Context: an optimization exercise on an open-source flow, tuned for small area and a short achievable clock period. The choices shown serve that exercise and are no tape-out recipe. For this run, only the layout was checked, not whether the RTL still works.

### design/flow/standard.sh
#!/bin/bash
# synth_recipe.tcl (not shown) runs the flow's synth.tcl, then flattens the netlist and writes it again
# the make line also repeats each setting of config.mk as NAME=value (left out here)
make -C /OpenROAD-flow-scripts/flow DESIGN_CONFIG=/design/flow/config.mk WORK_HOME=/design/flow/orfs CLKGATE_MAP_FILE= SYNTH_SCRIPT=/design/flow/synth_recipe.tcl "${@:-finish}"
### design/flow/flow/params.sh
BUFFER_PORTS_ARGS="-buffer_cell sky130_fd_sc_hd__buf_1"
SETUP_SLACK_MARGIN=5.2
POLARITY=1
### design/flow/flow/polarity.py
#!/usr/bin/env python3
"""Remove inverters around full adders in a flat gate-level netlist.

An xor2/xnor2 cell can be swapped for the other to invert its output. A full adder is self-dual: FA(~a, ~b, ~c) = (~cout, ~sum). So a full-adder cell can be
"flipped" (fed the complements of its inputs, its outputs then carry the complements of
their old values) without changing the circuit's function. This script chooses which
full adders to flip so that as few inverters as possible are needed, then rewrites the
netlist: inverters that only feed cell pins are removed and re-created where needed.
Registers, ports and all other cells are untouched.

usage: polarity.py IN.v OUT.v
"""
import random
import re
import sys
from collections import defaultdict

INV = re.compile(r'sky130_fd_sc_hd__(clk)?inv_\d+$')
FA = re.compile(r'sky130_fd_sc_hd__fa_\d+$')
XO = re.compile(r'sky130_fd_sc_hd__x(n?)or2_(\d+)$')
OUTPINS = {'X', 'Y', 'Q', 'Q_N', 'SUM', 'COUT', 'HI', 'LO'}

src = open(sys.argv[1]).read()
m = re.search(r'\bmodule\b.*?;', src, re.S)
endm = src.rindex('endmodule')
body = src[m.end():endm]

# statements of the module body
stmts = [s for s in re.split(r';', body)]
cells = []    # dict(type, name, pins: [(pin, net)], idx)
other = []    # (idx, text)
ports = set()
for i, s in enumerate(stmts):
    t = s.strip()
    if not t:
        continue
    cm = re.match(r'(sky130_fd_sc_hd__\w+)\s+(\S+)\s*\((.*)\)\s*$', t, re.S)
    if cm:
        pins = [(p, n.strip()) for p, n in re.findall(r'\.(\w+)\(([^()]*)\)', cm.group(3))]
        cells.append({'type': cm.group(1), 'name': cm.group(2), 'pins': pins})
        continue
    pm = re.match(r'(input|output|inout)\s+(\[[^\]]*\]\s*)?(\S+)', t)
    if pm:
        ports.add(pm.group(3))
    other.append(t)

def base_name(net):
    return re.sub(r'\s*\[\d+\]$', '', net.strip())

driver = {}
loads = defaultdict(list)   # net -> [(cell index, pin index)]
for ci, c in enumerate(cells):
    for pi, (p, n) in enumerate(c['pins']):
        if p in OUTPINS:
            driver[n] = ci
        else:
            loads[n].append((ci, pi))
# nets read by assign statements or ports count as fixed loads
assign_rhs = set()
for t in other:
    am = re.match(r'assign\s+(.*?)\s*=\s*(.*)$', t, re.S)
    if am:
        for tok in re.findall(r'\\\S+|[A-Za-z_][\w$]*(?:\s*\[\d+\])?', am.group(2)):
            assign_rhs.add(tok.strip())

def is_port_net(n):
    return base_name(n) in ports

# removable inverters: output feeds only cell input pins, is no port, no assign source
removable = set()
for ci, c in enumerate(cells):
    if INV.match(c['type']):
        y = dict(c['pins'])['Y']
        if not is_port_net(y) and y not in assign_rhs and y in loads:
            removable.add(ci)

def resolve(net):
    """logical source of a net: (base net, polarity) through removable inverters"""
    pol = 0
    seen = 0
    while net in driver and driver[net] in removable and seen < 100:
        net = dict(cells[driver[net]]['pins'])['A']
        pol ^= 1
        seen += 1
    return net, pol

fas = [ci for ci, c in enumerate(cells) if FA.match(c['type'])]
xos = [ci for ci, c in enumerate(cells) if XO.match(c['type'])]
flip = defaultdict(int)

# load requirements: list of (cell index, pin index, base, pol)
reqs = []
for ci, c in enumerate(cells):
    if ci in removable:
        continue
    for pi, (p, n) in enumerate(c['pins']):
        if p in OUTPINS:
            continue
        b, pol = resolve(n)
        reqs.append((ci, pi, b, pol))
by_base = defaultdict(list)
by_cell = defaultdict(list)
for r in reqs:
    by_base[r[2]].append(r)
    by_cell[r[0]].append(r)

def phys(b):
    d = driver.get(b)
    return flip[d] if d is not None and (FA.match(cells[d]['type']) or XO.match(cells[d]['type'])) else 0

def need(r):
    ci, pi, b, pol = r
    want = pol ^ (flip[ci] if FA.match(cells[ci]['type']) else 0)
    return want ^ phys(b)

def base_cost(b):
    return 1 if any(need(r) for r in by_base[b]) else 0

def fa_bases(ci):
    bs = {r[2] for r in by_cell[ci]}
    for p, n in cells[ci]['pins']:
        if p in OUTPINS:
            bs.add(n)
    return bs

total0 = sum(base_cost(b) for b in by_base)
movable = fas + xos
rng = random.Random(1)
best = None
for trial in range(30):
    if trial:
        for ci in movable:
            flip[ci] = best[ci]
        # perturb the best solution a little, then descend again
        for ci in rng.sample(movable, max(1, len(movable) // 10)):
            flip[ci] ^= 1
    for sweep in range(200):
        changed = False
        order = list(movable)
        rng.shuffle(order)
        for ci in order:
            bs = fa_bases(ci)
            before = sum(base_cost(b) for b in bs)
            flip[ci] ^= 1
            after = sum(base_cost(b) for b in bs)
            if after < before:
                changed = True
            elif after == before and rng.random() < 0.3 and sweep < 150:
                pass
            else:
                flip[ci] ^= 1
        if not changed and sweep >= 150:
            break
    cost = sum(base_cost(b) for b in by_base)
    if best is None or cost < best_cost:
        best, best_cost = {ci: flip[ci] for ci in movable}, cost
for ci in movable:
    flip[ci] = best[ci]
total1 = sum(base_cost(b) for b in by_base)

# rewrite
def esc(n):
    return n + ' ' if n.startswith('\\') else n

comp = {}
newcells = []
k = 0
for b in by_base:
    if base_cost(b):
        k += 1
        nn = f'polinv_n{k}'
        comp[b] = nn
        newcells.append(f'  sky130_fd_sc_hd__inv_1 polinv_{k} (\n    .A({esc(b)}),\n    .Y({nn})\n  );')
for r in reqs:
    ci, pi, b, pol = r
    p, _ = cells[ci]['pins'][pi]
    cells[ci]['pins'][pi] = (p, comp[b] if need(r) else b)

out = [src[:m.end()], '\n']
for t in other:
    out.append('  ' + t + ' ;\n')
for nn in comp.values():
    out.append(f'  wire {nn};\n')
for ci, c in enumerate(cells):
    if ci in removable:
        continue
    xm = XO.match(c['type'])
    if xm and flip[ci]:
        c['type'] = f"sky130_fd_sc_hd__{'xor2' if xm.group(1) else 'xnor2'}_{xm.group(2)}"
        # xor2 drives X, xnor2 drives Y
        c['pins'] = [({'X': 'Y', 'Y': 'X'}.get(p, p), n) for p, n in c['pins']]
    pins = ',\n'.join(f'    .{p}({esc(n)})' for p, n in c['pins'])
    out.append(f'  {c["type"]} {c["name"]} (\n{pins}\n  );\n')
out.append('\n'.join(newcells) + '\n')
out.append(src[endm:])
open(sys.argv[2], 'w').write(''.join(out))
print(f'polarity: {len(fas)} full adders, {sum(flip[c] for c in fas)} flipped, '
      f'{sum(flip[c] for c in xos)} of {len(xos)} xor/xnor swapped, inverters {len(removable)} removable -> {len(comp)} needed '
      f'(cost before {total0}, after {total1})', file=sys.stderr)
### design/flow/config.mk
export PLATFORM = sky130hd
export DESIGN_NAME = mul_pipe_single
export DESIGN_NICKNAME = mul_pipe_single
export VERILOG_FILES = /design/flow/design.v
export SDC_FILE = /design/flow/constraint.sdc
export NUM_CORES = 4
export LEC_CHECK = 0
export CAP_MARGIN = 20
export CORE_MARGIN = 2
export CORE_UTILIZATION = 40
export SLEW_MARGIN = 20
### design/flow/design.v
`timescale 1ns/1ps
module mul_pipe_single #(
  parameter XLEN    = 32,
  parameter RD_BITS = 5,
  parameter TAG_W   = 4
) (
  input  wire                 clk,
  input  wire                 rst,
  input  wire                 EX_mul,
  input  wire [XLEN-1:0]      EX_mul_a,
  input  wire [XLEN-1:0]      EX_mul_b,
  input  wire [RD_BITS-1:0]   EX_mul_rd,
  input  wire [TAG_W-1:0]     EX_mul_tag,
  input  wire                 MEM_we,     
  input  wire                 MEM_jlx,    
  output wire                 mul_result_valid,
  output wire [XLEN-1:0]      mul_result,
  output wire [RD_BITS-1:0]   mul_rd,           
  output wire [TAG_W-1:0]     mul_result_tag,   
  output wire                 mul_busy,
  output wire [RD_BITS-1:0]   mul_busy_rd,
  output wire [TAG_W-1:0]     mul_busy_tag,
  output wire                 mul_wb_conflict_stall,
  output wire                 mul_issue_stall
);
  reg  [2:0]         cnt;
  reg  [31:0]        a;
  reg  [31:0]        pbn;     
  reg  [3:0]         bo, bt;   
  reg  [23:0]        acc;
  reg  [0:0]         kc;      
  reg  [RD_BITS-1:0] rd;
  reg  [TAG_W-1:0]   tag;
  wire idle  = (cnt == 3'd0);
  wire valid = (cnt == 3'd5);
  assign mul_busy         = !idle;
  assign mul_result_valid = valid;
  assign mul_result       = valid ? ~pbn : 32'd0;
  assign mul_rd           = valid ? rd  : {RD_BITS{1'b0}};
  assign mul_result_tag   = valid ? tag : {TAG_W{1'b0}};
  assign mul_busy_rd      = mul_rd;
  assign mul_busy_tag     = mul_result_tag;
  assign mul_wb_conflict_stall = valid && (MEM_we || MEM_jlx);
  assign mul_issue_stall       = EX_mul && !idle;
  wire [8:0] nw = idle ? {EX_mul_b[7:0], 1'b0} : ~pbn[15:7];
  wire [3:0] no, nt;
  wire [3:0] bn = ~{pbn[7], pbn[5], pbn[3], pbn[1]};
  genvar gj;
  generate
    for (gj = 0; gj < 4; gj = gj + 1) begin : g_booth
      assign no[gj] = nw[2*gj] ^ nw[2*gj+1];
      assign nt[gj] = (nw[2*gj+2] & ~nw[2*gj+1] & ~nw[2*gj]) | (~nw[2*gj+2] & nw[2*gj+1] & nw[2*gj]);
    end
  endgenerate
  wire [31:0] sa, sb, x;
  wire [0:0]  kco;     
  wire pp1;
  wire pp2;
  wire pp3;
  wire pp4;
  wire pp5;
  wire pp6;
  wire pp7;
  wire pp8;
  wire pp9;
  wire pp10;
  wire pp11;
  wire pp12;
  wire pp13;
  wire pp14;
  wire pp15;
  wire pp16;
  wire pp17;
  wire pp18;
  wire pp19;
  wire pp20;
  wire pp21;
  wire pp22;
  wire pp23;
  wire pp24;
  wire pp25;
  wire pp26;
  wire pp27;
  wire pp28;
  wire pp29;
  wire pp30;
  wire pp31;
  wire pp32;
  wire pp33;
  wire pp34;
  wire pp35;
  wire pp36;
  wire pp37;
  wire pp38;
  wire pp39;
  wire pp40;
  wire pp41;
  wire pp42;
  wire pp43;
  wire pp44;
  wire pp45;
  wire pp46;
  wire pp47;
  wire pp48;
  wire pp49;
  wire pp50;
  wire pp51;
  wire pp52;
  wire pp53;
  wire pp54;
  wire pp55;
  wire pp56;
  wire pp57;
  wire pp58;
  wire pp59;
  wire pp60;
  wire pp61;
  wire pp62;
  wire pp63;
  wire pp64;
  wire pp65;
  wire pp66;
  wire pp67;
  wire pp68;
  wire pp69;
  wire pp70;
  wire pp71;
  wire pp72;
  wire pp73;
  wire pp74;
  wire pp75;
  wire pp76;
  wire pp77;
  wire pp78;
  wire pp79;
  wire pp80;
  wire pp81;
  wire pp82;
  wire pp83;
  wire pp84;
  wire pp85;
  wire pp86;
  wire pp87;
  wire pp88;
  wire pp89;
  wire pp90;
  wire pp91;
  wire pp92;
  wire pp93;
  wire pp94;
  wire pp95;
  wire pp96;
  wire pp97;
  wire pp98;
  wire pp99;
  wire pp100;
  wire pp101;
  wire pp102;
  wire pp103;
  wire pp104;
  wire pp105;
  wire pp106;
  wire pp107;
  wire pp108;
  wire pp109;
  wire pp110;
  wire pp111;
  wire pp112;
  wire pp113;
  wire pp114;
  wire pp115;
  wire pp116;
  wire s117;
  wire c118;
  wire s119;
  wire c120;
  wire s121;
  wire c122;
  wire s123;
  wire c124;
  wire s125;
  wire c126;
  wire s127;
  wire c128;
  wire s129;
  wire c130;
  wire s131;
  wire c132;
  wire s133;
  wire c134;
  wire s135;
  wire c136;
  wire s137;
  wire c138;
  wire s139;
  wire c140;
  wire s141;
  wire c142;
  wire s143;
  wire c144;
  wire s145;
  wire c146;
  wire s147;
  wire c148;
  wire s149;
  wire c150;
  wire s151;
  wire c152;
  wire s153;
  wire c154;
  wire s155;
  wire c156;
  wire s157;
  wire c158;
  wire s159;
  wire c160;
  wire s161;
  wire c162;
  wire s163;
  wire c164;
  wire s165;
  wire c166;
  wire s167;
  wire c168;
  wire s169;
  wire c170;
  wire s171;
  wire c172;
  wire s173;
  wire c174;
  wire s175;
  wire c176;
  wire s177;
  wire c178;
  wire s179;
  wire c180;
  wire s181;
  wire c182;
  wire s183;
  wire c184;
  wire s185;
  wire c186;
  wire s187;
  wire c188;
  wire s189;
  wire c190;
  wire s191;
  wire c192;
  wire s193;
  wire c194;
  wire s195;
  wire c196;
  wire s197;
  wire c198;
  wire s199;
  wire c200;
  wire s201;
  wire c202;
  wire s203;
  wire c204;
  wire s205;
  wire c206;
  wire s207;
  wire c208;
  wire s209;
  wire c210;
  wire s211;
  wire c212;
  wire s213;
  wire c214;
  wire s215;
  wire c216;
  wire s217;
  wire c218;
  wire s219;
  wire c220;
  wire s221;
  wire c222;
  wire s223;
  wire c224;
  wire s225;
  wire c226;
  wire s227;
  wire c228;
  wire s229;
  wire c230;
  wire s231;
  wire c232;
  wire s233;
  wire c234;
  wire s235;
  wire c236;
  wire s237;
  wire c238;
  wire s239;
  wire c240;
  wire s241;
  wire c242;
  wire s243;
  wire c244;
  wire s245;
  wire c246;
  wire s247;
  wire c248;
  wire s249;
  wire c250;
  wire s251;
  wire c252;
  wire s253;
  wire c254;
  wire s255;
  wire c256;
  wire s257;
  wire c258;
  wire s259;
  wire c260;
  wire s261;
  wire c262;
  wire s263;
  wire c264;
  wire s265;
  wire c266;
  wire s267;
  wire c268;
  wire s269;
  wire c270;
  wire s271;
  wire c272;
  wire s273;
  wire c274;
  wire s275;
  wire c276;
  wire s277;
  wire c278;
  wire s279;
  wire c280;
  wire s281;
  wire c282;
  wire s283;
  wire c284;
  wire s285;
  wire c286;
  wire s287;
  wire c288;
  wire s289;
  wire c290;
  wire s291;
  wire c292;
  wire s293;
  wire c294;
  wire s295;
  wire c296;
  wire s297;
  wire c298;
  wire s299;
  wire c300;
  wire s301;
  wire c302;
  wire s303;
  wire c304;
  wire s305;
  wire c306;
  wire s307;
  wire c308;
  wire s309;
  wire c310;
  wire s311;
  wire c312;
  wire s313;
  wire c314;
  wire s315;
  wire c316;
  wire g317;
  wire p318;
  wire g319;
  wire p320;
  wire g321;
  wire p322;
  wire g323;
  wire p324;
  wire g325;
  wire p326;
  wire g327;
  wire p328;
  wire g329;
  wire p330;
  wire g331;
  wire p332;
  wire g333;
  wire p334;
  wire g335;
  wire p336;
  wire g337;
  wire p338;
  wire g339;
  wire p340;
  wire g341;
  wire p342;
  wire g343;
  wire p344;
  wire g345;
  wire p346;
  wire g347;
  wire p348;
  wire g349;
  wire p350;
  wire g351;
  wire p352;
  wire g353;
  wire p354;
  wire g355;
  wire p356;
  wire g357;
  wire p358;
  wire g359;
  wire p360;
  wire g361;
  wire p362;
  wire g363;
  wire p364;
  wire g365;
  wire p366;
  wire g367;
  wire p368;
  wire g369;
  wire p370;
  wire g371;
  wire p372;
  wire g373;
  wire p374;
  wire g375;
  wire p376;
  wire g377;
  wire p378;
  wire g379;
  wire p380;
  wire g381;
  wire g382;
  wire p383;
  wire g384;
  wire p385;
  wire g386;
  wire p387;
  wire g388;
  wire p389;
  wire g390;
  wire p391;
  wire g392;
  wire p393;
  wire g394;
  wire p395;
  wire g396;
  wire p397;
  wire g398;
  wire p399;
  wire g400;
  wire p401;
  wire g402;
  wire p403;
  wire g404;
  wire p405;
  wire g406;
  wire p407;
  wire g408;
  wire p409;
  wire g410;
  wire p411;
  wire g412;
  wire p413;
  wire g414;
  wire p415;
  wire g416;
  wire p417;
  wire g418;
  wire p419;
  wire g420;
  wire p421;
  wire g422;
  wire p423;
  wire g424;
  wire p425;
  wire g426;
  wire p427;
  wire g428;
  wire p429;
  wire g430;
  wire p431;
  wire g432;
  wire p433;
  wire g434;
  wire p435;
  wire g436;
  wire p437;
  wire g438;
  wire p439;
  wire g440;
  wire p441;
  wire g442;
  wire p443;
  wire g444;
  wire p445;
  wire g446;
  wire p447;
  wire g448;
  wire p449;
  wire g450;
  wire p451;
  wire g452;
  wire p453;
  wire g454;
  wire p455;
  wire g456;
  wire p457;
  wire g458;
  wire p459;
  wire g460;
  wire p461;
  wire g462;
  wire p463;
  wire g464;
  wire p465;
  wire g466;
  wire p467;
  wire g468;
  wire p469;
  wire g470;
  wire p471;
  wire g472;
  wire p473;
  wire g474;
  wire p475;
  wire g476;
  wire p477;
  wire g478;
  wire p479;
  wire g480;
  wire p481;
  wire g482;
  wire p483;
  wire g484;
  wire p485;
  wire g486;
  wire p487;
  wire g488;
  wire p489;
  wire g490;
  wire p491;
  wire g492;
  wire p493;
  wire g494;
  wire p495;
  wire g496;
  wire p497;
  wire g498;
  wire p499;
  wire g500;
  wire p501;
  wire g502;
  wire p503;
  wire g504;
  wire p505;
  wire g506;
  wire p507;
  wire g508;
  wire p509;
  assign pp1 = (bo[0] & a[0]) ^ bn[0];
  assign pp2 = ((bo[0] & a[1]) | (bt[0] & a[0])) ^ bn[0];
  assign pp3 = ((bo[0] & a[2]) | (bt[0] & a[1])) ^ bn[0];
  assign pp4 = ((bo[0] & a[3]) | (bt[0] & a[2])) ^ bn[0];
  assign pp5 = ((bo[0] & a[4]) | (bt[0] & a[3])) ^ bn[0];
  assign pp6 = ((bo[0] & a[5]) | (bt[0] & a[4])) ^ bn[0];
  assign pp7 = ((bo[0] & a[6]) | (bt[0] & a[5])) ^ bn[0];
  assign pp8 = ((bo[0] & a[7]) | (bt[0] & a[6])) ^ bn[0];
  assign pp9 = ((bo[0] & a[8]) | (bt[0] & a[7])) ^ bn[0];
  assign pp10 = ((bo[0] & a[9]) | (bt[0] & a[8])) ^ bn[0];
  assign pp11 = ((bo[0] & a[10]) | (bt[0] & a[9])) ^ bn[0];
  assign pp12 = ((bo[0] & a[11]) | (bt[0] & a[10])) ^ bn[0];
  assign pp13 = ((bo[0] & a[12]) | (bt[0] & a[11])) ^ bn[0];
  assign pp14 = ((bo[0] & a[13]) | (bt[0] & a[12])) ^ bn[0];
  assign pp15 = ((bo[0] & a[14]) | (bt[0] & a[13])) ^ bn[0];
  assign pp16 = ((bo[0] & a[15]) | (bt[0] & a[14])) ^ bn[0];
  assign pp17 = ((bo[0] & a[16]) | (bt[0] & a[15])) ^ bn[0];
  assign pp18 = ((bo[0] & a[17]) | (bt[0] & a[16])) ^ bn[0];
  assign pp19 = ((bo[0] & a[18]) | (bt[0] & a[17])) ^ bn[0];
  assign pp20 = ((bo[0] & a[19]) | (bt[0] & a[18])) ^ bn[0];
  assign pp21 = ((bo[0] & a[20]) | (bt[0] & a[19])) ^ bn[0];
  assign pp22 = ((bo[0] & a[21]) | (bt[0] & a[20])) ^ bn[0];
  assign pp23 = ((bo[0] & a[22]) | (bt[0] & a[21])) ^ bn[0];
  assign pp24 = ((bo[0] & a[23]) | (bt[0] & a[22])) ^ bn[0];
  assign pp25 = ((bo[0] & a[24]) | (bt[0] & a[23])) ^ bn[0];
  assign pp26 = ((bo[0] & a[25]) | (bt[0] & a[24])) ^ bn[0];
  assign pp27 = ((bo[0] & a[26]) | (bt[0] & a[25])) ^ bn[0];
  assign pp28 = ((bo[0] & a[27]) | (bt[0] & a[26])) ^ bn[0];
  assign pp29 = ((bo[0] & a[28]) | (bt[0] & a[27])) ^ bn[0];
  assign pp30 = ((bo[0] & a[29]) | (bt[0] & a[28])) ^ bn[0];
  assign pp31 = ((bo[0] & a[30]) | (bt[0] & a[29])) ^ bn[0];
  assign pp32 = ((bo[0] & a[31]) | (bt[0] & a[30])) ^ bn[0];
  assign pp33 = (bo[1] & a[0]) ^ bn[1];
  assign pp34 = ((bo[1] & a[1]) | (bt[1] & a[0])) ^ bn[1];
  assign pp35 = ((bo[1] & a[2]) | (bt[1] & a[1])) ^ bn[1];
  assign pp36 = ((bo[1] & a[3]) | (bt[1] & a[2])) ^ bn[1];
  assign pp37 = ((bo[1] & a[4]) | (bt[1] & a[3])) ^ bn[1];
  assign pp38 = ((bo[1] & a[5]) | (bt[1] & a[4])) ^ bn[1];
  assign pp39 = ((bo[1] & a[6]) | (bt[1] & a[5])) ^ bn[1];
  assign pp40 = ((bo[1] & a[7]) | (bt[1] & a[6])) ^ bn[1];
  assign pp41 = ((bo[1] & a[8]) | (bt[1] & a[7])) ^ bn[1];
  assign pp42 = ((bo[1] & a[9]) | (bt[1] & a[8])) ^ bn[1];
  assign pp43 = ((bo[1] & a[10]) | (bt[1] & a[9])) ^ bn[1];
  assign pp44 = ((bo[1] & a[11]) | (bt[1] & a[10])) ^ bn[1];
  assign pp45 = ((bo[1] & a[12]) | (bt[1] & a[11])) ^ bn[1];
  assign pp46 = ((bo[1] & a[13]) | (bt[1] & a[12])) ^ bn[1];
  assign pp47 = ((bo[1] & a[14]) | (bt[1] & a[13])) ^ bn[1];
  assign pp48 = ((bo[1] & a[15]) | (bt[1] & a[14])) ^ bn[1];
  assign pp49 = ((bo[1] & a[16]) | (bt[1] & a[15])) ^ bn[1];
  assign pp50 = ((bo[1] & a[17]) | (bt[1] & a[16])) ^ bn[1];
  assign pp51 = ((bo[1] & a[18]) | (bt[1] & a[17])) ^ bn[1];
  assign pp52 = ((bo[1] & a[19]) | (bt[1] & a[18])) ^ bn[1];
  assign pp53 = ((bo[1] & a[20]) | (bt[1] & a[19])) ^ bn[1];
  assign pp54 = ((bo[1] & a[21]) | (bt[1] & a[20])) ^ bn[1];
  assign pp55 = ((bo[1] & a[22]) | (bt[1] & a[21])) ^ bn[1];
  assign pp56 = ((bo[1] & a[23]) | (bt[1] & a[22])) ^ bn[1];
  assign pp57 = ((bo[1] & a[24]) | (bt[1] & a[23])) ^ bn[1];
  assign pp58 = ((bo[1] & a[25]) | (bt[1] & a[24])) ^ bn[1];
  assign pp59 = ((bo[1] & a[26]) | (bt[1] & a[25])) ^ bn[1];
  assign pp60 = ((bo[1] & a[27]) | (bt[1] & a[26])) ^ bn[1];
  assign pp61 = ((bo[1] & a[28]) | (bt[1] & a[27])) ^ bn[1];
  assign pp62 = ((bo[1] & a[29]) | (bt[1] & a[28])) ^ bn[1];
  assign pp63 = (bo[2] & a[0]) ^ bn[2];
  assign pp64 = ((bo[2] & a[1]) | (bt[2] & a[0])) ^ bn[2];
  assign pp65 = ((bo[2] & a[2]) | (bt[2] & a[1])) ^ bn[2];
  assign pp66 = ((bo[2] & a[3]) | (bt[2] & a[2])) ^ bn[2];
  assign pp67 = ((bo[2] & a[4]) | (bt[2] & a[3])) ^ bn[2];
  assign pp68 = ((bo[2] & a[5]) | (bt[2] & a[4])) ^ bn[2];
  assign pp69 = ((bo[2] & a[6]) | (bt[2] & a[5])) ^ bn[2];
  assign pp70 = ((bo[2] & a[7]) | (bt[2] & a[6])) ^ bn[2];
  assign pp71 = ((bo[2] & a[8]) | (bt[2] & a[7])) ^ bn[2];
  assign pp72 = ((bo[2] & a[9]) | (bt[2] & a[8])) ^ bn[2];
  assign pp73 = ((bo[2] & a[10]) | (bt[2] & a[9])) ^ bn[2];
  assign pp74 = ((bo[2] & a[11]) | (bt[2] & a[10])) ^ bn[2];
  assign pp75 = ((bo[2] & a[12]) | (bt[2] & a[11])) ^ bn[2];
  assign pp76 = ((bo[2] & a[13]) | (bt[2] & a[12])) ^ bn[2];
  assign pp77 = ((bo[2] & a[14]) | (bt[2] & a[13])) ^ bn[2];
  assign pp78 = ((bo[2] & a[15]) | (bt[2] & a[14])) ^ bn[2];
  assign pp79 = ((bo[2] & a[16]) | (bt[2] & a[15])) ^ bn[2];
  assign pp80 = ((bo[2] & a[17]) | (bt[2] & a[16])) ^ bn[2];
  assign pp81 = ((bo[2] & a[18]) | (bt[2] & a[17])) ^ bn[2];
  assign pp82 = ((bo[2] & a[19]) | (bt[2] & a[18])) ^ bn[2];
  assign pp83 = ((bo[2] & a[20]) | (bt[2] & a[19])) ^ bn[2];
  assign pp84 = ((bo[2] & a[21]) | (bt[2] & a[20])) ^ bn[2];
  assign pp85 = ((bo[2] & a[22]) | (bt[2] & a[21])) ^ bn[2];
  assign pp86 = ((bo[2] & a[23]) | (bt[2] & a[22])) ^ bn[2];
  assign pp87 = ((bo[2] & a[24]) | (bt[2] & a[23])) ^ bn[2];
  assign pp88 = ((bo[2] & a[25]) | (bt[2] & a[24])) ^ bn[2];
  assign pp89 = ((bo[2] & a[26]) | (bt[2] & a[25])) ^ bn[2];
  assign pp90 = ((bo[2] & a[27]) | (bt[2] & a[26])) ^ bn[2];
  assign pp91 = (bo[3] & a[0]) ^ bn[3];
  assign pp92 = ((bo[3] & a[1]) | (bt[3] & a[0])) ^ bn[3];
  assign pp93 = ((bo[3] & a[2]) | (bt[3] & a[1])) ^ bn[3];
  assign pp94 = ((bo[3] & a[3]) | (bt[3] & a[2])) ^ bn[3];
  assign pp95 = ((bo[3] & a[4]) | (bt[3] & a[3])) ^ bn[3];
  assign pp96 = ((bo[3] & a[5]) | (bt[3] & a[4])) ^ bn[3];
  assign pp97 = ((bo[3] & a[6]) | (bt[3] & a[5])) ^ bn[3];
  assign pp98 = ((bo[3] & a[7]) | (bt[3] & a[6])) ^ bn[3];
  assign pp99 = ((bo[3] & a[8]) | (bt[3] & a[7])) ^ bn[3];
  assign pp100 = ((bo[3] & a[9]) | (bt[3] & a[8])) ^ bn[3];
  assign pp101 = ((bo[3] & a[10]) | (bt[3] & a[9])) ^ bn[3];
  assign pp102 = ((bo[3] & a[11]) | (bt[3] & a[10])) ^ bn[3];
  assign pp103 = ((bo[3] & a[12]) | (bt[3] & a[11])) ^ bn[3];
  assign pp104 = ((bo[3] & a[13]) | (bt[3] & a[12])) ^ bn[3];
  assign pp105 = ((bo[3] & a[14]) | (bt[3] & a[13])) ^ bn[3];
  assign pp106 = ((bo[3] & a[15]) | (bt[3] & a[14])) ^ bn[3];
  assign pp107 = ((bo[3] & a[16]) | (bt[3] & a[15])) ^ bn[3];
  assign pp108 = ((bo[3] & a[17]) | (bt[3] & a[16])) ^ bn[3];
  assign pp109 = ((bo[3] & a[18]) | (bt[3] & a[17])) ^ bn[3];
  assign pp110 = ((bo[3] & a[19]) | (bt[3] & a[18])) ^ bn[3];
  assign pp111 = ((bo[3] & a[20]) | (bt[3] & a[19])) ^ bn[3];
  assign pp112 = ((bo[3] & a[21]) | (bt[3] & a[20])) ^ bn[3];
  assign pp113 = ((bo[3] & a[22]) | (bt[3] & a[21])) ^ bn[3];
  assign pp114 = ((bo[3] & a[23]) | (bt[3] & a[22])) ^ bn[3];
  assign pp115 = ((bo[3] & a[24]) | (bt[3] & a[23])) ^ bn[3];
  assign pp116 = ((bo[3] & a[25]) | (bt[3] & a[24])) ^ bn[3];
  assign s117 = acc[4] ^ pp5 ^ pp35;
  assign c118 = (acc[4] & pp5) | (acc[4] & pp35) | (pp5 & pp35);
  assign s119 = acc[5] ^ pp6 ^ pp36;
  assign c120 = (acc[5] & pp6) | (acc[5] & pp36) | (pp6 & pp36);
  assign s121 = acc[6] ^ pp7 ^ pp37;
  assign c122 = (acc[6] & pp7) | (acc[6] & pp37) | (pp7 & pp37);
  assign s123 = pp65 ^ pp91 ^ bn[3];
  assign c124 = (pp65 & pp91) | (pp65 & bn[3]) | (pp91 & bn[3]);
  assign s125 = acc[7] ^ pp8 ^ pp38;
  assign c126 = (acc[7] & pp8) | (acc[7] & pp38) | (pp8 & pp38);
  assign s127 = pp66 ^ pp92 ^ s125;
  assign c128 = (pp66 & pp92) | (pp66 & s125) | (pp92 & s125);
  assign s129 = acc[8] ^ pp9 ^ pp39;
  assign c130 = (acc[8] & pp9) | (acc[8] & pp39) | (pp9 & pp39);
  assign s131 = pp67 ^ pp93 ^ kc[0];
  assign c132 = (pp67 & pp93) | (pp67 & kc[0]) | (pp93 & kc[0]);
  assign s133 = acc[9] ^ pp10 ^ pp40;
  assign c134 = (acc[9] & pp10) | (acc[9] & pp40) | (pp10 & pp40);
  assign s135 = pp68 ^ pp94 ^ s133;
  assign c136 = (pp68 & pp94) | (pp68 & s133) | (pp94 & s133);
  assign s137 = acc[10] ^ pp11 ^ pp41;
  assign c138 = (acc[10] & pp11) | (acc[10] & pp41) | (pp11 & pp41);
  assign s139 = pp69 ^ pp95 ^ s137;
  assign c140 = (pp69 & pp95) | (pp69 & s137) | (pp95 & s137);
  assign s141 = acc[11] ^ pp12 ^ pp42;
  assign c142 = (acc[11] & pp12) | (acc[11] & pp42) | (pp12 & pp42);
  assign s143 = pp70 ^ pp96 ^ s141;
  assign c144 = (pp70 & pp96) | (pp70 & s141) | (pp96 & s141);
  assign s145 = acc[12] ^ pp13 ^ pp43;
  assign c146 = (acc[12] & pp13) | (acc[12] & pp43) | (pp13 & pp43);
  assign s147 = pp71 ^ pp97 ^ s145;
  assign c148 = (pp71 & pp97) | (pp71 & s145) | (pp97 & s145);
  assign s149 = acc[13] ^ pp14 ^ pp44;
  assign c150 = (acc[13] & pp14) | (acc[13] & pp44) | (pp14 & pp44);
  assign s151 = pp72 ^ pp98 ^ s149;
  assign c152 = (pp72 & pp98) | (pp72 & s149) | (pp98 & s149);
  assign s153 = acc[14] ^ pp15 ^ pp45;
  assign c154 = (acc[14] & pp15) | (acc[14] & pp45) | (pp15 & pp45);
  assign s155 = pp73 ^ pp99 ^ s153;
  assign c156 = (pp73 & pp99) | (pp73 & s153) | (pp99 & s153);
  assign s157 = acc[15] ^ pp16 ^ pp46;
  assign c158 = (acc[15] & pp16) | (acc[15] & pp46) | (pp16 & pp46);
  assign s159 = pp74 ^ pp100 ^ s157;
  assign c160 = (pp74 & pp100) | (pp74 & s157) | (pp100 & s157);
  assign s161 = acc[16] ^ pp17 ^ pp47;
  assign c162 = (acc[16] & pp17) | (acc[16] & pp47) | (pp17 & pp47);
  assign s163 = pp75 ^ pp101 ^ s161;
  assign c164 = (pp75 & pp101) | (pp75 & s161) | (pp101 & s161);
  assign s165 = acc[17] ^ pp18 ^ pp48;
  assign c166 = (acc[17] & pp18) | (acc[17] & pp48) | (pp18 & pp48);
  assign s167 = pp76 ^ pp102 ^ s165;
  assign c168 = (pp76 & pp102) | (pp76 & s165) | (pp102 & s165);
  assign s169 = acc[18] ^ pp19 ^ pp49;
  assign c170 = (acc[18] & pp19) | (acc[18] & pp49) | (pp19 & pp49);
  assign s171 = pp77 ^ pp103 ^ s169;
  assign c172 = (pp77 & pp103) | (pp77 & s169) | (pp103 & s169);
  assign s173 = acc[19] ^ pp20 ^ pp50;
  assign c174 = (acc[19] & pp20) | (acc[19] & pp50) | (pp20 & pp50);
  assign s175 = pp78 ^ pp104 ^ s173;
  assign c176 = (pp78 & pp104) | (pp78 & s173) | (pp104 & s173);
  assign s177 = acc[20] ^ pp21 ^ pp51;
  assign c178 = (acc[20] & pp21) | (acc[20] & pp51) | (pp21 & pp51);
  assign s179 = pp79 ^ pp105 ^ s177;
  assign c180 = (pp79 & pp105) | (pp79 & s177) | (pp105 & s177);
  assign s181 = acc[21] ^ pp22 ^ pp52;
  assign c182 = (acc[21] & pp22) | (acc[21] & pp52) | (pp22 & pp52);
  assign s183 = pp80 ^ pp106 ^ s181;
  assign c184 = (pp80 & pp106) | (pp80 & s181) | (pp106 & s181);
  assign s185 = acc[22] ^ pp23 ^ pp53;
  assign c186 = (acc[22] & pp23) | (acc[22] & pp53) | (pp23 & pp53);
  assign s187 = pp81 ^ pp107 ^ s185;
  assign c188 = (pp81 & pp107) | (pp81 & s185) | (pp107 & s185);
  assign s189 = acc[23] ^ pp24 ^ pp54;
  assign c190 = (acc[23] & pp24) | (acc[23] & pp54) | (pp24 & pp54);
  assign s191 = pp82 ^ pp108 ^ s189;
  assign c192 = (pp82 & pp108) | (pp82 & s189) | (pp108 & s189);
  assign s193 = pp25 ^ pp55 ^ pp83;
  assign c194 = (pp25 & pp55) | (pp25 & pp83) | (pp55 & pp83);
  assign s195 = pp26 ^ pp56 ^ pp84;
  assign c196 = (pp26 & pp56) | (pp26 & pp84) | (pp56 & pp84);
  assign s197 = pp27 ^ pp57 ^ pp85;
  assign c198 = (pp27 & pp57) | (pp27 & pp85) | (pp57 & pp85);
  assign s199 = pp28 ^ pp58 ^ pp86;
  assign c200 = (pp28 & pp58) | (pp28 & pp86) | (pp58 & pp86);
  assign s201 = pp29 ^ pp59 ^ pp87;
  assign c202 = (pp29 & pp59) | (pp29 & pp87) | (pp59 & pp87);
  assign s203 = pp30 ^ pp60 ^ pp88;
  assign c204 = (pp30 & pp60) | (pp30 & pp88) | (pp60 & pp88);
  assign s205 = pp31 ^ pp61 ^ pp89;
  assign c206 = (pp31 & pp61) | (pp31 & pp89) | (pp61 & pp89);
  assign s207 = pp32 ^ pp62 ^ pp90;
  assign c208 = (pp32 & pp62) | (pp32 & pp90) | (pp62 & pp90);
  assign s209 = acc[2] ^ pp3 ^ pp33;
  assign c210 = (acc[2] & pp3) | (acc[2] & pp33) | (pp3 & pp33);
  assign s211 = acc[3] ^ pp4 ^ pp34;
  assign c212 = (acc[3] & pp4) | (acc[3] & pp34) | (pp4 & pp34);
  assign s213 = pp63 ^ bn[2] ^ s117;
  assign c214 = (pp63 & bn[2]) | (pp63 & s117) | (bn[2] & s117);
  assign s215 = pp64 ^ s119 ^ c118;
  assign c216 = (pp64 & s119) | (pp64 & c118) | (s119 & c118);
  assign s217 = s121 ^ s123 ^ c120;
  assign c218 = (s121 & s123) | (s121 & c120) | (s123 & c120);
  assign s219 = s127 ^ c122 ^ c124;
  assign c220 = (s127 & c122) | (s127 & c124) | (c122 & c124);
  assign s221 = s129 ^ s131 ^ c126;
  assign c222 = (s129 & s131) | (s129 & c126) | (s131 & c126);
  assign s223 = s135 ^ c130 ^ c132;
  assign c224 = (s135 & c130) | (s135 & c132) | (c130 & c132);
  assign s225 = s139 ^ c134 ^ c136;
  assign c226 = (s139 & c134) | (s139 & c136) | (c134 & c136);
  assign s227 = s143 ^ c138 ^ c140;
  assign c228 = (s143 & c138) | (s143 & c140) | (c138 & c140);
  assign s229 = s147 ^ c142 ^ c144;
  assign c230 = (s147 & c142) | (s147 & c144) | (c142 & c144);
  assign s231 = s151 ^ c146 ^ c148;
  assign c232 = (s151 & c146) | (s151 & c148) | (c146 & c148);
  assign s233 = s155 ^ c150 ^ c152;
  assign c234 = (s155 & c150) | (s155 & c152) | (c150 & c152);
  assign s235 = s159 ^ c154 ^ c156;
  assign c236 = (s159 & c154) | (s159 & c156) | (c154 & c156);
  assign s237 = s163 ^ c158 ^ c160;
  assign c238 = (s163 & c158) | (s163 & c160) | (c158 & c160);
  assign s239 = s167 ^ c162 ^ c164;
  assign c240 = (s167 & c162) | (s167 & c164) | (c162 & c164);
  assign s241 = s171 ^ c166 ^ c168;
  assign c242 = (s171 & c166) | (s171 & c168) | (c166 & c168);
  assign s243 = s175 ^ c170 ^ c172;
  assign c244 = (s175 & c170) | (s175 & c172) | (c170 & c172);
  assign s245 = s179 ^ c174 ^ c176;
  assign c246 = (s179 & c174) | (s179 & c176) | (c174 & c176);
  assign s247 = s183 ^ c178 ^ c180;
  assign c248 = (s183 & c178) | (s183 & c180) | (c178 & c180);
  assign s249 = s187 ^ c182 ^ c184;
  assign c250 = (s187 & c182) | (s187 & c184) | (c182 & c184);
  assign s251 = s191 ^ c186 ^ c188;
  assign c252 = (s191 & c186) | (s191 & c188) | (c186 & c188);
  assign s253 = pp109 ^ s193 ^ c190;
  assign c254 = (pp109 & s193) | (pp109 & c190) | (s193 & c190);
  assign s255 = pp110 ^ s195 ^ c194;
  assign c256 = (pp110 & s195) | (pp110 & c194) | (s195 & c194);
  assign s257 = pp111 ^ s197 ^ c196;
  assign c258 = (pp111 & s197) | (pp111 & c196) | (s197 & c196);
  assign s259 = pp112 ^ s199 ^ c198;
  assign c260 = (pp112 & s199) | (pp112 & c198) | (s199 & c198);
  assign s261 = pp113 ^ s201 ^ c200;
  assign c262 = (pp113 & s201) | (pp113 & c200) | (s201 & c200);
  assign s263 = pp114 ^ s203 ^ c202;
  assign c264 = (pp114 & s203) | (pp114 & c202) | (s203 & c202);
  assign s265 = pp115 ^ s205 ^ c204;
  assign c266 = (pp115 & s205) | (pp115 & c204) | (s205 & c204);
  assign s267 = pp116 ^ s207 ^ c206;
  assign c268 = (pp116 & s207) | (pp116 & c206) | (s207 & c206);
  assign s269 = c128 ^ s221 ^ c220;
  assign c270 = (c128 & s221) | (c128 & c220) | (s221 & c220);
  assign s271 = s223 ^ c222;
  assign c272 = s223 & c222;
  assign s273 = s225 ^ c224;
  assign c274 = s225 & c224;
  assign s275 = s227 ^ c226;
  assign c276 = s227 & c226;
  assign s277 = s229 ^ c228;
  assign c278 = s229 & c228;
  assign s279 = s231 ^ c230;
  assign c280 = s231 & c230;
  assign s281 = s233 ^ c232;
  assign c282 = s233 & c232;
  assign s283 = s235 ^ c234;
  assign c284 = s235 & c234;
  assign s285 = s237 ^ c236;
  assign c286 = s237 & c236;
  assign s287 = s239 ^ c238;
  assign c288 = s239 & c238;
  assign s289 = s241 ^ c240;
  assign c290 = s241 & c240;
  assign s291 = s243 ^ c242;
  assign c292 = s243 & c242;
  assign s293 = s245 ^ c244;
  assign c294 = s245 & c244;
  assign s295 = s247 ^ c246;
  assign c296 = s247 & c246;
  assign s297 = s249 ^ c248;
  assign c298 = s249 & c248;
  assign s299 = s251 ^ c250;
  assign c300 = s251 & c250;
  assign s301 = c192 ^ s253 ^ c252;
  assign c302 = (c192 & s253) | (c192 & c252) | (s253 & c252);
  assign s303 = s255 ^ c254;
  assign c304 = s255 & c254;
  assign s305 = s257 ^ c256;
  assign c306 = s257 & c256;
  assign s307 = s259 ^ c258;
  assign c308 = s259 & c258;
  assign s309 = s261 ^ c260;
  assign c310 = s261 & c260;
  assign s311 = s263 ^ c262;
  assign c312 = s263 & c262;
  assign s313 = s265 ^ c264;
  assign c314 = s265 & c264;
  assign s315 = s267 ^ c266;
  assign c316 = s267 & c266;
  assign sa = {s315, s313, s311, s309, s307, s305, s303, s301, s299, s297, s295, s293, s291, s289, s287, s285, s283, s281, s279, s277, s275, s273, s271, s269, s219, s217, s215, s213, s211, bn[1], acc[1], acc[0]};
  assign sb = {c314, c312, c310, c308, c306, c304, c302, c300, c298, c296, c294, c292, c290, c288, c286, c284, c282, c280, c278, c276, c274, c272, c270, 1'b0, c218, c216, c214, c212, c210, s209, pp2, pp1};
  assign g317 = (sa[0] & sb[0]);
  assign p318 = (sa[0] ^ sb[0]);
  assign g319 = (sa[1] & sb[1]);
  assign p320 = (sa[1] ^ sb[1]);
  assign g321 = (sa[2] & sb[2]);
  assign p322 = (sa[2] ^ sb[2]);
  assign g323 = (sa[3] & sb[3]);
  assign p324 = (sa[3] ^ sb[3]);
  assign g325 = (sa[4] & sb[4]);
  assign p326 = (sa[4] ^ sb[4]);
  assign g327 = (sa[5] & sb[5]);
  assign p328 = (sa[5] ^ sb[5]);
  assign g329 = (sa[6] & sb[6]);
  assign p330 = (sa[6] ^ sb[6]);
  assign g331 = (sa[7] & sb[7]);
  assign p332 = (sa[7] ^ sb[7]);
  assign g333 = (sa[8] & sb[8]);
  assign p334 = (sa[8] ^ sb[8]);
  assign g335 = (sa[9] & sb[9]);
  assign p336 = (sa[9] ^ sb[9]);
  assign g337 = (sa[10] & sb[10]);
  assign p338 = (sa[10] ^ sb[10]);
  assign g339 = (sa[11] & sb[11]);
  assign p340 = (sa[11] ^ sb[11]);
  assign g341 = (sa[12] & sb[12]);
  assign p342 = (sa[12] ^ sb[12]);
  assign g343 = (sa[13] & sb[13]);
  assign p344 = (sa[13] ^ sb[13]);
  assign g345 = (sa[14] & sb[14]);
  assign p346 = (sa[14] ^ sb[14]);
  assign g347 = (sa[15] & sb[15]);
  assign p348 = (sa[15] ^ sb[15]);
  assign g349 = (sa[16] & sb[16]);
  assign p350 = (sa[16] ^ sb[16]);
  assign g351 = (sa[17] & sb[17]);
  assign p352 = (sa[17] ^ sb[17]);
  assign g353 = (sa[18] & sb[18]);
  assign p354 = (sa[18] ^ sb[18]);
  assign g355 = (sa[19] & sb[19]);
  assign p356 = (sa[19] ^ sb[19]);
  assign g357 = (sa[20] & sb[20]);
  assign p358 = (sa[20] ^ sb[20]);
  assign g359 = (sa[21] & sb[21]);
  assign p360 = (sa[21] ^ sb[21]);
  assign g361 = (sa[22] & sb[22]);
  assign p362 = (sa[22] ^ sb[22]);
  assign g363 = (sa[23] & sb[23]);
  assign p364 = (sa[23] ^ sb[23]);
  assign g365 = (sa[24] & sb[24]);
  assign p366 = (sa[24] ^ sb[24]);
  assign g367 = (sa[25] & sb[25]);
  assign p368 = (sa[25] ^ sb[25]);
  assign g369 = (sa[26] & sb[26]);
  assign p370 = (sa[26] ^ sb[26]);
  assign g371 = (sa[27] & sb[27]);
  assign p372 = (sa[27] ^ sb[27]);
  assign g373 = (sa[28] & sb[28]);
  assign p374 = (sa[28] ^ sb[28]);
  assign g375 = (sa[29] & sb[29]);
  assign p376 = (sa[29] ^ sb[29]);
  assign g377 = (sa[30] & sb[30]);
  assign p378 = (sa[30] ^ sb[30]);
  assign g379 = (sa[31] & sb[31]);
  assign p380 = (sa[31] ^ sb[31]);
  assign g381 = g317 | (p318 & bn[0]);
  assign g382 = g319 | (p320 & g381);
  assign p383 = p320 & p318;
  assign g384 = g323 | (p324 & g321);
  assign p385 = p324 & p322;
  assign g386 = g327 | (p328 & g325);
  assign p387 = p328 & p326;
  assign g388 = g331 | (p332 & g329);
  assign p389 = p332 & p330;
  assign g390 = g335 | (p336 & g333);
  assign p391 = p336 & p334;
  assign g392 = g339 | (p340 & g337);
  assign p393 = p340 & p338;
  assign g394 = g343 | (p344 & g341);
  assign p395 = p344 & p342;
  assign g396 = g347 | (p348 & g345);
  assign p397 = p348 & p346;
  assign g398 = g351 | (p352 & g349);
  assign p399 = p352 & p350;
  assign g400 = g355 | (p356 & g353);
  assign p401 = p356 & p354;
  assign g402 = g359 | (p360 & g357);
  assign p403 = p360 & p358;
  assign g404 = g363 | (p364 & g361);
  assign p405 = p364 & p362;
  assign g406 = g367 | (p368 & g365);
  assign p407 = p368 & p366;
  assign g408 = g371 | (p372 & g369);
  assign p409 = p372 & p370;
  assign g410 = g375 | (p376 & g373);
  assign p411 = p376 & p374;
  assign g412 = g379 | (p380 & g377);
  assign p413 = p380 & p378;
  assign g414 = g321 | (p322 & g382);
  assign p415 = p322 & p383;
  assign g416 = g384 | (p385 & g382);
  assign p417 = p385 & p383;
  assign g418 = g329 | (p330 & g386);
  assign p419 = p330 & p387;
  assign g420 = g388 | (p389 & g386);
  assign p421 = p389 & p387;
  assign g422 = g337 | (p338 & g390);
  assign p423 = p338 & p391;
  assign g424 = g392 | (p393 & g390);
  assign p425 = p393 & p391;
  assign g426 = g345 | (p346 & g394);
  assign p427 = p346 & p395;
  assign g428 = g396 | (p397 & g394);
  assign p429 = p397 & p395;
  assign g430 = g353 | (p354 & g398);
  assign p431 = p354 & p399;
  assign g432 = g400 | (p401 & g398);
  assign p433 = p401 & p399;
  assign g434 = g361 | (p362 & g402);
  assign p435 = p362 & p403;
  assign g436 = g404 | (p405 & g402);
  assign p437 = p405 & p403;
  assign g438 = g369 | (p370 & g406);
  assign p439 = p370 & p407;
  assign g440 = g408 | (p409 & g406);
  assign p441 = p409 & p407;
  assign g442 = g377 | (p378 & g410);
  assign p443 = p378 & p411;
  assign g444 = g412 | (p413 & g410);
  assign p445 = p413 & p411;
  assign g446 = g325 | (p326 & g416);
  assign p447 = p326 & p417;
  assign g448 = g386 | (p387 & g416);
  assign p449 = p387 & p417;
  assign g450 = g418 | (p419 & g416);
  assign p451 = p419 & p417;
  assign g452 = g420 | (p421 & g416);
  assign p453 = p421 & p417;
  assign g454 = g341 | (p342 & g424);
  assign p455 = p342 & p425;
  assign g456 = g394 | (p395 & g424);
  assign p457 = p395 & p425;
  assign g458 = g426 | (p427 & g424);
  assign p459 = p427 & p425;
  assign g460 = g428 | (p429 & g424);
  assign p461 = p429 & p425;
  assign g462 = g357 | (p358 & g432);
  assign p463 = p358 & p433;
  assign g464 = g402 | (p403 & g432);
  assign p465 = p403 & p433;
  assign g466 = g434 | (p435 & g432);
  assign p467 = p435 & p433;
  assign g468 = g436 | (p437 & g432);
  assign p469 = p437 & p433;
  assign g470 = g373 | (p374 & g440);
  assign p471 = p374 & p441;
  assign g472 = g410 | (p411 & g440);
  assign p473 = p411 & p441;
  assign g474 = g442 | (p443 & g440);
  assign p475 = p443 & p441;
  assign g476 = g444 | (p445 & g440);
  assign p477 = p445 & p441;
  assign g478 = g333 | (p334 & g452);
  assign p479 = p334 & p453;
  assign g480 = g390 | (p391 & g452);
  assign p481 = p391 & p453;
  assign g482 = g422 | (p423 & g452);
  assign p483 = p423 & p453;
  assign g484 = g424 | (p425 & g452);
  assign p485 = p425 & p453;
  assign g486 = g454 | (p455 & g452);
  assign p487 = p455 & p453;
  assign g488 = g456 | (p457 & g452);
  assign p489 = p457 & p453;
  assign g490 = g458 | (p459 & g452);
  assign p491 = p459 & p453;
  assign g492 = g460 | (p461 & g452);
  assign p493 = p461 & p453;
  assign g494 = g365 | (p366 & g468);
  assign p495 = p366 & p469;
  assign g496 = g406 | (p407 & g468);
  assign p497 = p407 & p469;
  assign g498 = g438 | (p439 & g468);
  assign p499 = p439 & p469;
  assign g500 = g440 | (p441 & g468);
  assign p501 = p441 & p469;
  assign g502 = g470 | (p471 & g468);
  assign p503 = p471 & p469;
  assign g504 = g472 | (p473 & g468);
  assign p505 = p473 & p469;
  assign g506 = g474 | (p475 & g468);
  assign p507 = p475 & p469;
  assign g508 = g476 | (p477 & g468);
  assign p509 = p477 & p469;
  assign x[0] = p318 ^ bn[0];
  assign x[1] = p320 ^ g381;
  assign x[2] = p322 ^ g382;
  assign x[3] = p324 ^ g414;
  assign x[4] = p326 ^ g416;
  assign x[5] = p328 ^ g446;
  assign x[6] = p330 ^ g448;
  assign x[7] = p332 ^ g450;
  assign x[8] = p334 ^ g452;
  assign x[9] = p336 ^ g478;
  assign x[10] = p338 ^ g480;
  assign x[11] = p340 ^ g482;
  assign x[12] = p342 ^ g484;
  assign x[13] = p344 ^ g486;
  assign x[14] = p346 ^ g488;
  assign x[15] = p348 ^ g490;
  assign kco[0] = g492;
  assign x[16] = p350;
  assign x[17] = p352 ^ g349;
  assign x[18] = p354 ^ g398;
  assign x[19] = p356 ^ g430;
  assign x[20] = p358 ^ g432;
  assign x[21] = p360 ^ g462;
  assign x[22] = p362 ^ g464;
  assign x[23] = p364 ^ g466;
  assign x[24] = p366 ^ g468;
  assign x[25] = p368 ^ g494;
  assign x[26] = p370 ^ g496;
  assign x[27] = p372 ^ g498;
  assign x[28] = p374 ^ g500;
  assign x[29] = p376 ^ g502;
  assign x[30] = p378 ^ g504;
  assign x[31] = p380 ^ g506;
  always @(posedge clk) begin
    if (rst) cnt <= 3'd0;
    else if (idle) cnt <= EX_mul ? 3'd1 : 3'd0;
    else if (valid) cnt <= 3'd0;
    else cnt <= cnt + 3'd1;
    bo <= no;
    bt <= nt;
    if (idle) begin
      a     <= EX_mul_a;
      pbn   <= ~EX_mul_b;
      rd    <= EX_mul_rd;
      tag   <= EX_mul_tag;
      acc   <= 24'd0;
      kc    <= 1'd0;
    end else begin
      pbn   <= {~x[7:0], pbn[31:8]};
      acc   <= x[31:8];
      kc    <= kco;
    end
  end
endmodule
### design/flow/constraint.sdc
create_clock -name core_clock -period 10.0 [get_ports {clk}]
set_input_delay 2.0000 -clock core_clock [delete_from_list [all_inputs] [get_ports {clk}]]
set_output_delay 2.0000 -clock core_clock [all_outputs]
set_load 0.01 [all_outputs]
### design/flow/flow/run.sh
#!/bin/bash
# Layout flow: the standard ORFS flow (standard.sh, unchanged synthesis), with
#  - after synthesis, flow/polarity.py flips full-adder cells (FA(~a,~b,~c) = ~FA(a,b,c))
#    so that fewer inverters are needed around them; registers are untouched
#  - port buffers made of plain buffers instead of the delay cells buffer_ports picks
set -euo pipefail
cd "$(dirname "$0")/.."
source flow/params.sh
export BUFFER_PORTS_ARGS
export SETUP_SLACK_MARGIN
R=orfs/results/sky130hd/mul_pipe_single/base
bash standard.sh synth > synth.log 2>&1
if [[ "${POLARITY:-1}" == 1 ]]; then
  cp $R/1_2_yosys.v $R/1_2_yosys.std.v
  python3 flow/polarity.py $R/1_2_yosys.std.v $R/1_2_yosys.v > polarity.log 2>&1
  rm -f $R/1_synth.odb
fi
bash standard.sh > standard.log 2>&1
==> run notes <==
diodes inserted 0; synthesized cell area about 8700 um2; hold endpoint pbn[16]; Boundary Pins between 100 and 150; H-tree Lvls 3; Port Buffer Count 131; clock skew 0.01653 ns; Overall Global Routing Usage 0.1993; Post-DRT Antenna Nets 0; Multi-input gate area about 5700 um2; final critical-path required period 4.652 ns; Routed WL approximately 22 mm; Startpoint Class flip-flop; Die W roughly 150 um; antenna violations before repair 0; Final TNS setup 0 ns; Hold Crit Class reg2reg; TritonCTS clock tree yes; WHS Path Cells 2; Cells after Synth roughly 850; largest net degree at the start of global routing 68; Setup Crit Path Kind reg2reg; share of cells above drive strength 1 0.08668; placed cells between 1000 and 1500; FF-to-FF Start a[12]; Final Cell Area between 9000 and 10000 um2; Worst-path clk slew 0.08 ns; vias per cell 5.337; worst slew pin tran 0.6540 ns; total grt overflow 0; final worst slack approximately 5.3 ns; Post-Syn Area per Cell approximately 10 um2; count of final hold-check violations 0; clock sink total ~110; Crit Reg-Reg Endpoint acc[16]; Rel. slew slack 0.5625; MaxCap Viol Count 0; final std cells w/o fill about 1200; global-route wire length before repair ~35 mm; Syn Nets ~1100; HPWL after DPL roughly 15 mm; CTS root buffer clkbuf_16; Fillers 1958; worst skew pair latency about 0.37 ns; vias in the first global route 6698; initial core utilization 0.4095; GP Congestion approximately 0.84; Die ar. ~23000 um2; hold_buf cts 0; final worst path period share 0.4652; fin. max-slew vios 0; routed via count 6517; Core Area between 20000 and 25000 um2; Num CTS Buffers 9; Setup Viol. Count Final 0; DRC 0; Reg area roughly 2600 um2; Max Clock Freq roughly 210 MHz; Post-DP Area about 9200 um2; dpl ws 3.927 ns; Hold Crit Start pbn[24]; status timing/DRC/antenna clean; Area Overhead vs Synth 14.11%; RSZ-0062 raised after global routing no; WP data arrival between 4 and 5 ns; Worst Setup End Kind flip-flop; Die Y between 150 and 200 um; NumNets Final ~1200; DR iter-0 viols roughly 500; commonest non-fill, non-tap cell in the layout buf_1; Ys Warns 1; Worst Reg-to-Reg Cells 16; Rows 53; reg2reg setup slack roughly 5.3 ns; Required @ worst endpoint just over 10 ns; Critical Path Fanout Max 3; Pre-antenna DRT Iters 5; commonest non-fill, non-tap cells in the layout buf_1, a22oi_1, xor2_1, fa_1, nor2_1; Clock Path Buffers 2; drt wl/cell roughly 18 um
[worst max path at each step]
| stage | endpoint | from | slack [ns] |
|---|---|---|---|
| floorplan | acc[17] | pbn[3] | 5.21 |
| global placement | acc[17] | pbn[3] | 4.04 |
| detailed placement | acc[17] | pbn[3] | 3.93 |
| CTS | acc[17] | bt[0] | 5.21 |
| global route | acc[16] | a[12] | 5.18 |
| finish | acc[16] | a[12] | 5.35 |
[per-stage QoR]
stage | hold slack (ns) | utilization
after floorplan | 0.4257 | -
after global placement | 0.4506 | 0.4364
after detailed placement | 0.4424 | 0.4365
after CTS | 0.4714 | 0.4590
after global routing | 0.5064 | 0.4673
final | 0.4689 | 0.4673
[critical path, stage by stage (launching register included)]
cell and delay (ns):
edfxtp_1 0.50, buf_6 0.17, a22oi_2 0.22, xor2_2 0.22, fa_1 0.47, fa_2 0.44, fa_1 0.39, ha_1 0.22
ha_2 0.20, fa_2 0.42, a211oi_2 0.26, o21bai_1 0.11, a21oi_2 0.18, o21ai_1 0.09, fa_2 0.53, inv_1 0.04
nor2_1 0.10
[layer usage]
layer  global-route usage  vias to the layer above  part of all wire
met5                    0                        -                 0
met4              0.05374                        0             0.016
met3              0.03283                       23             0.045
met2               0.3234                      164              0.48
met1               0.2771                     3230              0.46
li1                     -                     3100                 -
[registers in the layout (all words and copies together) (netlist names)]
| signal | flops |
|---|---|
| tag | 4 |
| acc | 24 |
| cnt | 3 |
| kc | 1 |
| pbn | 32 |
| bo | 4 |
| a | 32 |
| rd | 5 |
| bt | 4 |
[cell type report]
type	count	area share
clock buffer	10	0.02417
clock inverter	6	0.008480
inverter	20	0.007974
multi-input combinational	632	0.5741
sequential	109	0.2635
tap	275	0.03481
timing repair buffer	169	0.08695
[what timing repair did]
| action | 4_1_cts | 5_1_grt |
|---|---|---|
| setup buffers | 13 | 11 |
| gates cloned | 0 | 1 |
| resized for setup | 15 | 20 |
| endpoints found under the setup margin | 24 | 3 |
| pin swaps | 6 | 18 |
| hold endpoints to repair | 0 | 0 |

## what the ideal ports hide
How much do the figures lean on ideal ports? The routed layout below was timed once more, with nothing changed but the port constraints. Step 1, drivers: a clkbuf_16 drives clk and a buf_2 each remaining input, both assumed. Step 2 also shifts input and output timing later by t, the mid clock arrival at the registers, as if the neighbouring blocks saw the same clock. Slacks: ideal / step 1 / step 2; pairs: ideal / step 1.
shift t [ns]: 0.402
slack for setup (ns): 5.348 / 5.348 / 5.348
worst register clock-pin slew, ns: 0.09 / 0.09
After both steps this run still meets setup and hold. For this run, drivers alone change the setup slack by 0.000 ns; drivers and shift together by 0.000 ns.
